This is an optimization exercise on Yosys and OpenROAD, whose aim is small area, a short achievable clock period and few clock cycles per item, not a production implementation. No activity file was given, so power comes from the tool's default toggle rates.

Design axi4l_slv_top, start of the top module:
module axi4l_slv_top #(
    parameter int ADDR_WIDTH = 12,
    parameter int DATA_WIDTH = 32
) (
    input var                     aclk,
    input var                     aresetn,
    input var  [  ADDR_WIDTH-1:0] s_axi_awaddr,
    input var  [             2:0] s_axi_awprot,
    input var                     s_axi_awvalid,
    output var                    s_axi_awready,
    input var  [  DATA_WIDTH-1:0] s_axi_wdata,
    input var  [DATA_WIDTH/8-1:0] s_axi_wstrb,
    input var                     s_axi_wvalid,
    output var                    s_axi_wready,
    output var [             1:0] s_axi_bresp,
    output var                    s_axi_bvalid,
    input var                     s_axi_bready,
    input var  [  ADDR_WIDTH-1:0] s_axi_araddr,
    input var  [             2:0] s_axi_arprot,
    input var                     s_axi_arvalid,
    output var                    s_axi_arready,
    output var [  DATA_WIDTH-1:0] s_axi_rdata,
    output var [             1:0] s_axi_rresp,
    output var                    s_axi_rvalid,
    input var                     s_axi_rready,
    output var                    irq_reg_irq,
    input var                     reg_irq_bit0,
    output var [            31:0] reg_a_b,
    input var  [            31:0] reg_c_d
);
Size in the first run: ~410 cells after synthesis, ~72 flip-flops, ~180 I/O pins, ~3100 um2 of cells after synthesis.
==> flow/config.mk <==
export PLATFORM = sky130hd
export DESIGN_NAME = axi4l_slv_top
export DESIGN_NICKNAME = axi4l_slv_top
export VERILOG_FILES = /design/flow/design.v
export SDC_FILE = /design/flow/constraint.sdc
export NUM_CORES = 4
export LEC_CHECK = 0
export ABC_AREA = 1
export CAP_MARGIN = 20
export CORE_MARGIN = 2
export CORE_UTILIZATION = 40
export SETUP_SLACK_MARGIN = 1.6
export SLEW_MARGIN = 20
==> flow/constraint.sdc <==
create_clock -name core_clock -period 3.0 [get_ports {aclk}]
set_input_delay 0.6000 -clock core_clock [delete_from_list [all_inputs] [get_ports {aclk}]]
set_output_delay 0.6000 -clock core_clock [all_outputs]
set_load 0.01 [all_outputs]
standard.sh (not shown) runs the stock make flow with config.mk's settings and CLKGATE_MAP_FILE= SYNTH_SCRIPT=/design/flow/synth_recipe.tcl, a recipe that flattens the netlist after the stock synthesis.
==> flow/flow/run.sh <==
#!/bin/bash
# Standard ORFS layout, but the port buffers are small sky130 buf_1 cells
# instead of the delay buffers buffer_ports picks by default.
set -euo pipefail
export BUFFER_PORTS_ARGS="-buffer_cell sky130_fd_sc_hd__buf_1"
bash standard.sh > standard.log 2>&1
Edit:
--- a/flow/config.mk
+++ b/flow/config.mk
@@ -11,3 +11,3 @@
 export CORE_UTILIZATION = 40
-export SETUP_SLACK_MARGIN = 1.6
+export SETUP_SLACK_MARGIN = 1.4
 export SLEW_MARGIN = 20
The new run finished with timing, DRC and antenna clean; critical path depth is higher by 1; clock power came out lower by 7.4%; global-route usage shrinks by 3.1 points; power goes down by 4.3%; synthesized cell count stays the same; cell count drops by 6.1%; clock-buffer cell count is unchanged.
Edit:
--- a/flow/config.mk
+++ b/flow/config.mk
@@ -10,3 +10,3 @@
 export CORE_MARGIN = 2
-export CORE_UTILIZATION = 40
+export CORE_UTILIZATION = 60
 export SETUP_SLACK_MARGIN = 1.4
The changed run ran to the end with no violations.
Synthesized area is unchanged.
Final cell count goes down by 2.9%.
Via count went up by about 5.5%.
Clock skew fell by 0.0032 ns.
Utilization increases by 26 points.
Sequential cell count does not change.
Global-route usage goes up by 10 points.
Worst hold slack improves by 0.040 ns.
Critical path depth rises by 6.
Edit:
--- a/flow/config.mk
+++ b/flow/config.mk
@@ -7,6 +7,6 @@
 export LEC_CHECK = 0
-export ABC_AREA = 1
+export ABC_CLOCK_PERIOD_IN_PS = 1000
 export CAP_MARGIN = 20
 export CORE_MARGIN = 2
-export CORE_UTILIZATION = 60
+export CORE_UTILIZATION = 40
 export SETUP_SLACK_MARGIN = 1.4
Outcome:
- The new run ran to the end with no violations
- power increases by about 2%
- clock skew is about the same
- count of clock-buffer cells in the layout increases by 1
- core utilization decreases by 22 points
- routed wire length increases by about 5%
- design area increases by about 11%
- synthesized area increases by about 0.6%
- fmax decreases by 16%
- non-clock buffer count increases by 11
Function was not checked in any run of this note: the RTL went through the layout flow alone.

==> port drivers added, routing unchanged <==
Ports are ideal in the flow. The routed layouts listed here were re-timed in OpenROAD. Step 1: set_driving_cell puts a clkbuf_16 on aclk and a buf_2 on each other input, an assumption about the parent block. Step 2 also shifts input and output timing later by t, the mid clock arrival at the registers, as if the neighbouring blocks saw the same clock. a / b / c = ideal ports / drivers / drivers and shift; a / b = the first two.
run	t, ns	setup WS [ns]	pins driven straight from the clock port
the first run	0.368	1.410 / 1.380 / 1.092	1
the second run	0.370	1.420 / 1.386 / 1.137	1
the third run	0.377	1.372 / 1.361 / 1.009	1
the fourth run	0.367	1.062 / 1.075 / 0.707	1
After both steps every run listed still meets setup and hold. The setup slack of the third run, which loses most, moves by -0.011 ns with the drivers and by -0.363 ns with both steps.
